This design comes from an exercise in tuning for small area and a short achievable clock period on the open sky130 flow, not from production work. RTL that was checked went through simulation tests only; none was proved equivalent to the original. The flow treats the clock pin as an ideal source, which a real chip does not have. No activity file was given, so power comes from the tool's default toggle rates.

==> module fifo29, before the edit <==
module fifo29(
    input Clk,
    input [31:0] dataIn,
    input RD,
    input WR,
    input EN,
    input Rst,
    output reg [31:0] dataOut,
    output reg EMPTY,
    output reg FULL
);
reg [31:0] FIFO [7:0];
reg [7:0] rdPtr, wrPtr;
reg notEmpty, notFull;
reg [7:0] rdOk;
wire act = EN && !Rst;
wire rdGo = act && RD && notEmpty;
wire wrGo = act && WR && notFull;
wire [7:0] rdPtrInc = {rdPtr[6:0], rdPtr[7]};
wire [7:0] wrPtrInc = {wrPtr[6:0], wrPtr[7]};
wire lastWord = |(rdPtrInc & wrPtr);
wire lastSlot = |(wrPtrInc & rdPtr);
wire hold = !EN;
wire clear = EN && Rst;
wire [7:0] rdStep = rdGo ? rdPtrInc : rdPtr;
wire [7:0] wrStep = wrGo ? wrPtrInc : wrPtr;
wire emptyStep = (rdGo && !wrGo) ? lastWord : (wrGo ? 1'b0 : !notEmpty);
wire fullStep = (wrGo && !rdGo) ? lastSlot : (rdGo ? 1'b0 : !notFull);
wire emptyNext = (act & emptyStep) | clear | (hold & !notEmpty);
wire fullNext = (act & fullStep) | (hold & !notFull);
wire [7:0] rdPtrNext = ({8{act}} & rdStep) | ({8{hold}} & rdPtr) | {7'd0, clear};
always @(posedge Clk) begin
    rdPtr <= rdPtrNext;
    rdOk <= rdPtrNext & {8{!emptyNext}};
    wrPtr <= ({8{act}} & wrStep) | ({8{hold}} & wrPtr) | {7'd0, clear};
    notEmpty <= !emptyNext;
    notFull <= !fullNext;
    EMPTY <= emptyNext;
    FULL <= fullNext;
end
wire [7:0] wrSlot = {8{notFull}} & wrPtr;
wire [7:0] rdSlot = rdOk;
wire [31:0] wrEn [7:0];
wire [31:0] rdSel [7:0];
wire [31:0] rdHold;
genvar g, c;
generate
    for (c = 0; c < 2; c = c + 1) begin : gLane
        for (g = 0; g < 8; g = g + 1) begin : gWord
            fifo29_and2 gw (.a(WR), .b(wrSlot[g]), .y(wrEn[g][16*c]));
            fifo29_gate4 gr (.en(EN), .req(RD), .rst(Rst), .ok(rdSlot[g]), .y(rdSel[g][16*c]));
            assign wrEn[g][16*c+15:16*c+1] = {15{wrEn[g][16*c]}};
            assign rdSel[g][16*c+15:16*c+1] = {15{rdSel[g][16*c]}};
        end
        fifo29_nand4 gh (.en(EN), .req(RD), .rst(Rst), .ok(notEmpty), .y(rdHold[16*c]));
        assign rdHold[16*c+15:16*c+1] = {15{rdHold[16*c]}};
    end
endgenerate
integer i, b;
always @(posedge Clk) begin
    for (i = 0; i < 8; i = i + 1)
        for (b = 0; b < 32; b = b + 1)
            if (wrEn[i][b])
                FIFO[i][b] <= dataIn[b];
end
wire [31:0] rdData;
genvar k;
generate
    for (k = 0; k < 32; k = k + 1) begin : gBit
        wire n0, n1, n2;
        fifo29_aoi222 g0 (.a0(FIFO[0][k]), .s0(rdSel[0][k]), .a1(FIFO[1][k]), .s1(rdSel[1][k]), .a2(FIFO[2][k]), .s2(rdSel[2][k]), .y(n0));
        fifo29_aoi222 g1 (.a0(FIFO[3][k]), .s0(rdSel[3][k]), .a1(FIFO[4][k]), .s1(rdSel[4][k]), .a2(FIFO[5][k]), .s2(rdSel[5][k]), .y(n1));
        fifo29_aoi222 g2 (.a0(FIFO[6][k]), .s0(rdSel[6][k]), .a1(FIFO[7][k]), .s1(rdSel[7][k]), .a2(dataOut[k]), .s2(rdHold[k]), .y(n2));
        assign rdData[k] = ~(n0 & n1 & n2);
    end
endgenerate
always @(posedge Clk)
    dataOut <= rdData;
endmodule
==> module fifo29_and2, before the edit <==
module fifo29_and2(
    input a, b,
    output y
);
assign y = a & b;
endmodule
Settings: LEC_CHECK=0, CAP_MARGIN=20, CORE_MARGIN=2, CORE_UTILIZATION=55, SETUP_SLACK_MARGIN=1.6, SLEW_MARGIN=20, SYNTH_HIERARCHICAL=1, SYNTH_MINIMUM_KEEP_SIZE=0, TNS_END_PERCENT=0; clock period 3.0 ns.
standard.sh (not shown) runs the stock make flow with config.mk's settings and CLKGATE_MAP_FILE= SYNTH_SCRIPT=/design/flow/synth_recipe.tcl, a recipe that flattens the netlist after the stock synthesis.
==> flow/flow/run.sh <==
#!/bin/bash
# The standard layout (standard.sh), with these changes:
#  - plain buffers (buf_2) instead of delay buffers on the ports;
#  - a hand-built two-level clock tree, made by flow/pre_cts.tcl before CTS;
#  - any extra ORFS make variables listed one per line in flow/extra_args.txt.
# ORFS's own logs stay under orfs/logs; make's output goes to flow.log.
set -euo pipefail
here=$(pwd)
args=("BUFFER_PORTS_ARGS=-buffer_cell sky130_fd_sc_hd__buf_2" "PRE_CTS_TCL=$here/flow/pre_cts.tcl")
if [[ -f flow/extra_args.txt ]]; then
  while IFS= read -r line; do
    [[ -n "$line" ]] && args+=("$line")
  done < flow/extra_args.txt
fi
bash standard.sh "${args[@]}" finish > flow.log 2>&1
Other scripts of this flow, unchanged in this note and not shown: flow/flow/mtree.tcl, flow/flow/pre_cts.tcl
The first run completed without violations.
Next try:
--- a/flow/design.v
+++ b/flow/design.v
@@ -38,32 +38,29 @@
     EMPTY <= emptyNext;
     FULL <= fullNext;
 end
 wire [7:0] wrSlot = {8{notFull}} & wrPtr;
 wire [7:0] rdSlot = rdOk;
-wire [31:0] wrEn [7:0];
+wire [7:0] wrEn = wrSlot;
 wire [31:0] rdSel [7:0];
 wire [31:0] rdHold;
 genvar g, c;
 generate
     for (c = 0; c < 2; c = c + 1) begin : gLane
         for (g = 0; g < 8; g = g + 1) begin : gWord
-            fifo29_and2 gw (.a(WR), .b(wrSlot[g]), .y(wrEn[g][16*c]));
             fifo29_gate4 gr (.en(EN), .req(RD), .rst(Rst), .ok(rdSlot[g]), .y(rdSel[g][16*c]));
-            assign wrEn[g][16*c+15:16*c+1] = {15{wrEn[g][16*c]}};
             assign rdSel[g][16*c+15:16*c+1] = {15{rdSel[g][16*c]}};
         end
         fifo29_nand4 gh (.en(EN), .req(RD), .rst(Rst), .ok(notEmpty), .y(rdHold[16*c]));
         assign rdHold[16*c+15:16*c+1] = {15{rdHold[16*c]}};
     end
 endgenerate
-integer i, b;
+integer i;
 always @(posedge Clk) begin
     for (i = 0; i < 8; i = i + 1)
-        for (b = 0; b < 32; b = b + 1)
-            if (wrEn[i][b])
-                FIFO[i][b] <= dataIn[b];
+        if (wrEn[i])
+            FIFO[i] <= dataIn;
 end
 wire [31:0] rdData;
 genvar k;
 generate
     for (k = 0; k < 32; k = k + 1) begin : gBit
@@ -87,16 +84,10 @@
     input en, req, rst, ok,
     output y
 );
 assign y = en & req & !rst & ok;
 endmodule
-module fifo29_and2(
-    input a, b,
-    output y
-);
-assign y = a & b;
-endmodule
 module fifo29_nand4(
     input en, req, rst, ok,
     output y
 );
 assign y = !(en & req & !rst & ok);
Worst setup slack gets worse by 35 ps.
Power increases by 2.0%.
Wire length stays flat.
Sequential cell count is unchanged.
Synthesized cell count decreases by 2.8%.
Cell count decreases by 1.3%.
Utilization increases by 0.60 points.
Cell area increases by 0.62%.
Sequential share of layout area decreases by 0.43 points.
Via count decreases by 1.5%.
Register-to-register slack gets worse by 50 ps.
Sequential power increases by about 2%.
Function not checked in the second run of this note: the RTL went through the layout flow alone.

========
The RTL this note starts from:
==> flow/design.v <==
module fifo29(
    input Clk,
    input [31:0] dataIn,
    input RD,
    input WR,
    input EN,
    input Rst,
    output reg [31:0] dataOut,
    output reg EMPTY,
    output reg FULL
);
reg [31:0] FIFO [7:0];
reg [7:0] rdPtr, wrPtr;
reg notEmpty, notFull;
reg [7:0] rdOk;
wire act = EN && !Rst;
wire rdGo = act && RD && notEmpty;
wire wrGo = act && WR && notFull;
wire [7:0] rdPtrInc = {rdPtr[6:0], rdPtr[7]};
wire [7:0] wrPtrInc = {wrPtr[6:0], wrPtr[7]};
wire lastWord = |(rdPtrInc & wrPtr);
wire lastSlot = |(wrPtrInc & rdPtr);
wire hold = !EN;
wire clear = EN && Rst;
wire [7:0] rdStep = rdGo ? rdPtrInc : rdPtr;
wire [7:0] wrStep = wrGo ? wrPtrInc : wrPtr;
wire emptyStep = (rdGo && !wrGo) ? lastWord : (wrGo ? 1'b0 : !notEmpty);
wire fullStep = (wrGo && !rdGo) ? lastSlot : (rdGo ? 1'b0 : !notFull);
wire emptyNext = (act & emptyStep) | clear | (hold & !notEmpty);
wire fullNext = (act & fullStep) | (hold & !notFull);
wire [7:0] rdPtrNext = ({8{act}} & rdStep) | ({8{hold}} & rdPtr) | {7'd0, clear};
always @(posedge Clk) begin
    rdPtr <= rdPtrNext;
    rdOk <= rdPtrNext & {8{!emptyNext}};
    wrPtr <= ({8{act}} & wrStep) | ({8{hold}} & wrPtr) | {7'd0, clear};
    notEmpty <= !emptyNext;
    notFull <= !fullNext;
    EMPTY <= emptyNext;
    FULL <= fullNext;
end
wire [7:0] wrSlot = {8{notFull}} & wrPtr;
wire [7:0] rdSlot = rdOk;
wire [31:0] wrEn [7:0];
wire [31:0] rdSel [7:0];
wire [31:0] rdHold;
genvar g, c;
generate
    for (c = 0; c < 4; c = c + 1) begin : gLane
        for (g = 0; g < 8; g = g + 1) begin : gWord
            fifo29_gate4 gw (.en(EN), .req(WR), .rst(Rst), .ok(wrSlot[g]), .y(wrEn[g][8*c]));
            fifo29_gate4 gr (.en(EN), .req(RD), .rst(Rst), .ok(rdSlot[g]), .y(rdSel[g][8*c]));
            assign wrEn[g][8*c+7:8*c+1] = {7{wrEn[g][8*c]}};
            assign rdSel[g][8*c+7:8*c+1] = {7{rdSel[g][8*c]}};
        end
        fifo29_nand4 gh (.en(EN), .req(RD), .rst(Rst), .ok(notEmpty), .y(rdHold[8*c]));
        assign rdHold[8*c+7:8*c+1] = {7{rdHold[8*c]}};
    end
endgenerate
integer i, b;
always @(posedge Clk) begin
    for (i = 0; i < 8; i = i + 1)
        for (b = 0; b < 32; b = b + 1)
            if (wrEn[i][b])
                FIFO[i][b] <= dataIn[b];
end
wire [31:0] rdData;
genvar k;
generate
    for (k = 0; k < 32; k = k + 1) begin : gBit
        wire n0, n1, n2;
        fifo29_aoi222 g0 (.a0(FIFO[0][k]), .s0(rdSel[0][k]), .a1(FIFO[1][k]), .s1(rdSel[1][k]), .a2(FIFO[2][k]), .s2(rdSel[2][k]), .y(n0));
        fifo29_aoi222 g1 (.a0(FIFO[3][k]), .s0(rdSel[3][k]), .a1(FIFO[4][k]), .s1(rdSel[4][k]), .a2(FIFO[5][k]), .s2(rdSel[5][k]), .y(n1));
        fifo29_aoi222 g2 (.a0(FIFO[6][k]), .s0(rdSel[6][k]), .a1(FIFO[7][k]), .s1(rdSel[7][k]), .a2(dataOut[k]), .s2(rdHold[k]), .y(n2));
        assign rdData[k] = ~(n0 & n1 & n2);
    end
endgenerate
always @(posedge Clk)
    dataOut <= rdData;
endmodule
module fifo29_aoi222(
    input a0, s0, a1, s1, a2, s2,
    output y
);
assign y = ~((a0 & s0) | (a1 & s1) | (a2 & s2));
endmodule
module fifo29_gate4(
    input en, req, rst, ok,
    output y
);
assign y = en & req & !rst & ok;
endmodule
module fifo29_nand4(
    input en, req, rst, ok,
    output y
);
assign y = !(en & req & !rst & ok);
endmodule
==> flow/config.mk <==
export PLATFORM = sky130hd
export DESIGN_NAME = fifo29
export DESIGN_NICKNAME = fifo29
export VERILOG_FILES = /design/flow/design.v
export SDC_FILE = /design/flow/constraint.sdc
export NUM_CORES = 4
export LEC_CHECK = 0
export CAP_MARGIN = 20
export CORE_MARGIN = 2
export CORE_UTILIZATION = 55
export SETUP_SLACK_MARGIN = 1.5
export SLEW_MARGIN = 20
export SYNTH_HIERARCHICAL = 1
export SYNTH_MINIMUM_KEEP_SIZE = 0
export TNS_END_PERCENT = 10
==> flow/constraint.sdc <==
create_clock -name core_clock -period 3.0 [get_ports {Clk}]
set_input_delay 0.6000 -clock core_clock [delete_from_list [all_inputs] [get_ports {Clk}]]
set_output_delay 0.6000 -clock core_clock [all_outputs]
set_load 0.01 [all_outputs]
==> flow/flow/run.sh <==
#!/bin/bash
# The standard layout (standard.sh), with two changes:
#  - plain buffers (buf_2) instead of delay buffers on the ports;
#  - a hand-built two-level clock tree, made by flow/pre_cts.tcl before CTS.
# ORFS's own logs stay under orfs/logs; make's output goes to flow.log.
set -euo pipefail
here=$(pwd)
bash standard.sh "BUFFER_PORTS_ARGS=-buffer_cell sky130_fd_sc_hd__buf_2" \
  "PRE_CTS_TCL=$here/flow/pre_cts.tcl" finish > flow.log 2>&1
Other scripts of this flow, unchanged in this note and not shown: flow/flow/mtree.tcl, flow/flow/pre_cts.tcl
Edit:
--- a/flow/design.v
+++ b/flow/design.v
@@ -43,19 +43,19 @@
 wire [31:0] wrEn [7:0];
 wire [31:0] rdSel [7:0];
 wire [31:0] rdHold;
 genvar g, c;
 generate
-    for (c = 0; c < 4; c = c + 1) begin : gLane
+    for (c = 0; c < 2; c = c + 1) begin : gLane
         for (g = 0; g < 8; g = g + 1) begin : gWord
-            fifo29_gate4 gw (.en(EN), .req(WR), .rst(Rst), .ok(wrSlot[g]), .y(wrEn[g][8*c]));
-            fifo29_gate4 gr (.en(EN), .req(RD), .rst(Rst), .ok(rdSlot[g]), .y(rdSel[g][8*c]));
-            assign wrEn[g][8*c+7:8*c+1] = {7{wrEn[g][8*c]}};
-            assign rdSel[g][8*c+7:8*c+1] = {7{rdSel[g][8*c]}};
+            fifo29_gate4 gw (.en(EN), .req(WR), .rst(Rst), .ok(wrSlot[g]), .y(wrEn[g][16*c]));
+            fifo29_gate4 gr (.en(EN), .req(RD), .rst(Rst), .ok(rdSlot[g]), .y(rdSel[g][16*c]));
+            assign wrEn[g][16*c+15:16*c+1] = {15{wrEn[g][16*c]}};
+            assign rdSel[g][16*c+15:16*c+1] = {15{rdSel[g][16*c]}};
         end
-        fifo29_nand4 gh (.en(EN), .req(RD), .rst(Rst), .ok(notEmpty), .y(rdHold[8*c]));
-        assign rdHold[8*c+7:8*c+1] = {7{rdHold[8*c]}};
+        fifo29_nand4 gh (.en(EN), .req(RD), .rst(Rst), .ok(notEmpty), .y(rdHold[16*c]));
+        assign rdHold[16*c+15:16*c+1] = {15{rdHold[16*c]}};
     end
 endgenerate
 integer i, b;
 always @(posedge Clk) begin
     for (i = 0; i < 8; i = i + 1)
After rerunning:
- sequential share of layout area went up by 3.2 points
- worst setup slack gains 44 ps
- sequential cell count does not change
- power fell slightly
- via count drops by a few percent
- routed wire length drops slightly
- global-route usage rose by 0.22 points
- cell count falls by a few percent
- design area falls by a few percent
- synthesized cell count goes down by a few percent
- worst hold slack is worse by 7.9 ps
Only the layout flow was run in the first run of this note; the RTL was not checked for function there.

========
== 05-15 ==
fifo29 with an RTL version that a note above also has.
Size in the first run: about 560 cells after synthesis, about 320 flip-flops, about 0.011 mm2 of cells after synthesis.
==> module fifo29, before the edit <==
module fifo29(
    input Clk,
    input [31:0] dataIn,
    input RD,
    input WR,
    input EN,
    input Rst,
    output reg [31:0] dataOut,
    output reg EMPTY,
    output reg FULL
);
reg [31:0] FIFO [7:0];
reg [7:0] rdPtr, wrPtr;
reg notEmpty, notFull;
reg [7:0] rdOk;
wire act = EN && !Rst;
wire rdGo = act && RD && notEmpty;
wire wrGo = act && WR && notFull;
wire [7:0] rdPtrInc = {rdPtr[6:0], rdPtr[7]};
wire [7:0] wrPtrInc = {wrPtr[6:0], wrPtr[7]};
wire lastWord = |(rdPtrInc & wrPtr);
wire lastSlot = |(wrPtrInc & rdPtr);
wire hold = !EN;
wire clear = EN && Rst;
wire [7:0] rdStep = rdGo ? rdPtrInc : rdPtr;
wire [7:0] wrStep = wrGo ? wrPtrInc : wrPtr;
wire emptyStep = (rdGo && !wrGo) ? lastWord : (wrGo ? 1'b0 : !notEmpty);
wire fullStep = (wrGo && !rdGo) ? lastSlot : (rdGo ? 1'b0 : !notFull);
wire emptyNext = (act & emptyStep) | clear | (hold & !notEmpty);
wire fullNext = (act & fullStep) | (hold & !notFull);
wire [7:0] rdPtrNext = ({8{act}} & rdStep) | ({8{hold}} & rdPtr) | {7'd0, clear};
always @(posedge Clk) begin
    rdPtr <= rdPtrNext;
    rdOk <= rdPtrNext & {8{!emptyNext}};
    wrPtr <= ({8{act}} & wrStep) | ({8{hold}} & wrPtr) | {7'd0, clear};
    notEmpty <= !emptyNext;
    notFull <= !fullNext;
    EMPTY <= emptyNext;
    FULL <= fullNext;
end
wire [7:0] wrSlot = {8{notFull}} & wrPtr;
wire [7:0] rdSlot = rdOk;
wire [31:0] wrEn [7:0];
wire [31:0] rdSel [7:0];
wire [31:0] rdHold;
genvar g, c;
generate
    for (c = 0; c < 2; c = c + 1) begin : gLane
        for (g = 0; g < 8; g = g + 1) begin : gWord
            fifo29_gate4 gw (.en(EN), .req(WR), .rst(Rst), .ok(wrSlot[g]), .y(wrEn[g][16*c]));
            fifo29_gate4 gr (.en(EN), .req(RD), .rst(Rst), .ok(rdSlot[g]), .y(rdSel[g][16*c]));
            assign wrEn[g][16*c+15:16*c+1] = {15{wrEn[g][16*c]}};
            assign rdSel[g][16*c+15:16*c+1] = {15{rdSel[g][16*c]}};
        end
        fifo29_nand4 gh (.en(EN), .req(RD), .rst(Rst), .ok(notEmpty), .y(rdHold[16*c]));
        assign rdHold[16*c+15:16*c+1] = {15{rdHold[16*c]}};
    end
endgenerate
integer i, b;
always @(posedge Clk) begin
    for (i = 0; i < 8; i = i + 1)
        for (b = 0; b < 32; b = b + 1)
            if (wrEn[i][b])
                FIFO[i][b] <= dataIn[b];
end
wire [31:0] rdData;
genvar k;
generate
    for (k = 0; k < 32; k = k + 1) begin : gBit
        wire n0, n1, n2;
        fifo29_aoi222 g0 (.a0(FIFO[0][k]), .s0(rdSel[0][k]), .a1(FIFO[1][k]), .s1(rdSel[1][k]), .a2(FIFO[2][k]), .s2(rdSel[2][k]), .y(n0));
        fifo29_aoi222 g1 (.a0(FIFO[3][k]), .s0(rdSel[3][k]), .a1(FIFO[4][k]), .s1(rdSel[4][k]), .a2(FIFO[5][k]), .s2(rdSel[5][k]), .y(n1));
        fifo29_aoi222 g2 (.a0(FIFO[6][k]), .s0(rdSel[6][k]), .a1(FIFO[7][k]), .s1(rdSel[7][k]), .a2(dataOut[k]), .s2(rdHold[k]), .y(n2));
        assign rdData[k] = ~(n0 & n1 & n2);
    end
endgenerate
always @(posedge Clk)
    dataOut <= rdData;
endmodule
clock: 3.0 ns
lec_check: 0
cap_margin: 20
core_margin: 2
core_utilization: 50
setup_slack_margin: 1.6
slew_margin: 20
synth_hierarchical: 1
synth_minimum_keep_size: 0
tns_end_percent: 0
==> flow/flow/run.sh <==
#!/bin/bash
# The standard layout (standard.sh), with these changes:
#  - plain buffers (buf_2) instead of delay buffers on the ports;
#  - a hand-built two-level clock tree, made by flow/pre_cts.tcl before CTS;
#  - any extra ORFS make variables listed one per line in flow/extra_args.txt.
# ORFS's own logs stay under orfs/logs; make's output goes to flow.log.
set -euo pipefail
here=$(pwd)
args=("BUFFER_PORTS_ARGS=-buffer_cell sky130_fd_sc_hd__buf_2" "PRE_CTS_TCL=$here/flow/pre_cts.tcl")
if [[ -f flow/extra_args.txt ]]; then
  while IFS= read -r line; do
    [[ -n "$line" ]] && args+=("$line")
  done < flow/extra_args.txt
fi
bash standard.sh "${args[@]}" finish > flow.log 2>&1
Other scripts of this flow, unchanged in this note and not shown: flow/flow/mtree.tcl, flow/flow/pre_cts.tcl
No stage failed in 05-15, and the final checks on the layout all came back clean.
Inputs modified between 05-15 and 11-07:
--- a/flow/design.v
+++ b/flow/design.v
@@ -45,11 +45,11 @@
 wire [31:0] rdHold;
 genvar g, c;
 generate
     for (c = 0; c < 2; c = c + 1) begin : gLane
         for (g = 0; g < 8; g = g + 1) begin : gWord
-            fifo29_gate4 gw (.en(EN), .req(WR), .rst(Rst), .ok(wrSlot[g]), .y(wrEn[g][16*c]));
+            fifo29_and2 gw (.a(WR), .b(wrSlot[g]), .y(wrEn[g][16*c]));
             fifo29_gate4 gr (.en(EN), .req(RD), .rst(Rst), .ok(rdSlot[g]), .y(rdSel[g][16*c]));
             assign wrEn[g][16*c+15:16*c+1] = {15{wrEn[g][16*c]}};
             assign rdSel[g][16*c+15:16*c+1] = {15{rdSel[g][16*c]}};
         end
         fifo29_nand4 gh (.en(EN), .req(RD), .rst(Rst), .ok(notEmpty), .y(rdHold[16*c]));
@@ -87,10 +87,16 @@
     input en, req, rst, ok,
     output y
 );
 assign y = en & req & !rst & ok;
 endmodule
+module fifo29_and2(
+    input a, b,
+    output y
+);
+assign y = a & b;
+endmodule
 module fifo29_nand4(
     input en, req, rst, ok,
     output y
 );
 assign y = !(en & req & !rst & ok);
Notes after the runs:
Going from 05-15 to 11-07, total die area shrank slightly. 11-07 vs. 05-15: number of antenna violations at the first check in global routing went down 1, share of the core filled with cells shows a reduction of 0.57 points, endpoint arrival time on the critical path fell 0.05 ns. Of 11-07 and 05-15, 11-07 shows the lower area added between synthesis and finish, with 05-15 above it.

-- what the ideal ports hide --
How much do the figures lean on ideal ports? The routed layouts below were timed once more, with nothing changed but the port constraints.
Step 1 assumes that a clkbuf_16 drives the clock port and a buf_2 every other input.
Step 2 adds t to the input delays and takes it off the output delays; t is the mean of the earliest and latest rising clock arrival at the registers after step 1. Input paths then give back, and output paths get back, about the clock's delay inside the block.
Three values: ideal, step 1, step 2; two values: the first two.
run | shift t [ns] | setup slack, ns | hold slack, ns | worst setup path at the end | clock arrival spread, ns
the first run of note 1 | 0.396 | 1.509 / 1.450 / 1.147 | 0.472 / 0.472 / 0.472 | input to register | 0.024 / 0.024
the second run of note 1 | 0.393 | 1.473 / 1.438 / 1.044 | 0.470 / 0.469 / 0.470 | input to register | 0.037 / 0.037
the first run of note 2 | 0.408 | 1.460 / 1.296 / 0.888 | 0.480 / 0.466 / 0.480 | input to register | 0.034 / 0.035
the second run of note 2 | 0.406 | 1.504 / 1.455 / 1.076 | 0.472 / 0.463 / 0.472 | input to register | 0.023 / 0.023
05-15 | 0.393 | 1.515 / 1.436 / 1.153 | 0.458 / 0.458 / 0.458 | input to register | 0.041 / 0.041
11-07 | 0.393 | 1.500 / 1.457 / 1.149 | 0.473 / 0.467 / 0.473 | input to register | 0.039 / 0.039
After both steps setup and hold are still met in every run listed. The setup slack of the first run of note 2, which loses most, moves by -0.164 ns with the drivers and by -0.572 ns with both steps.
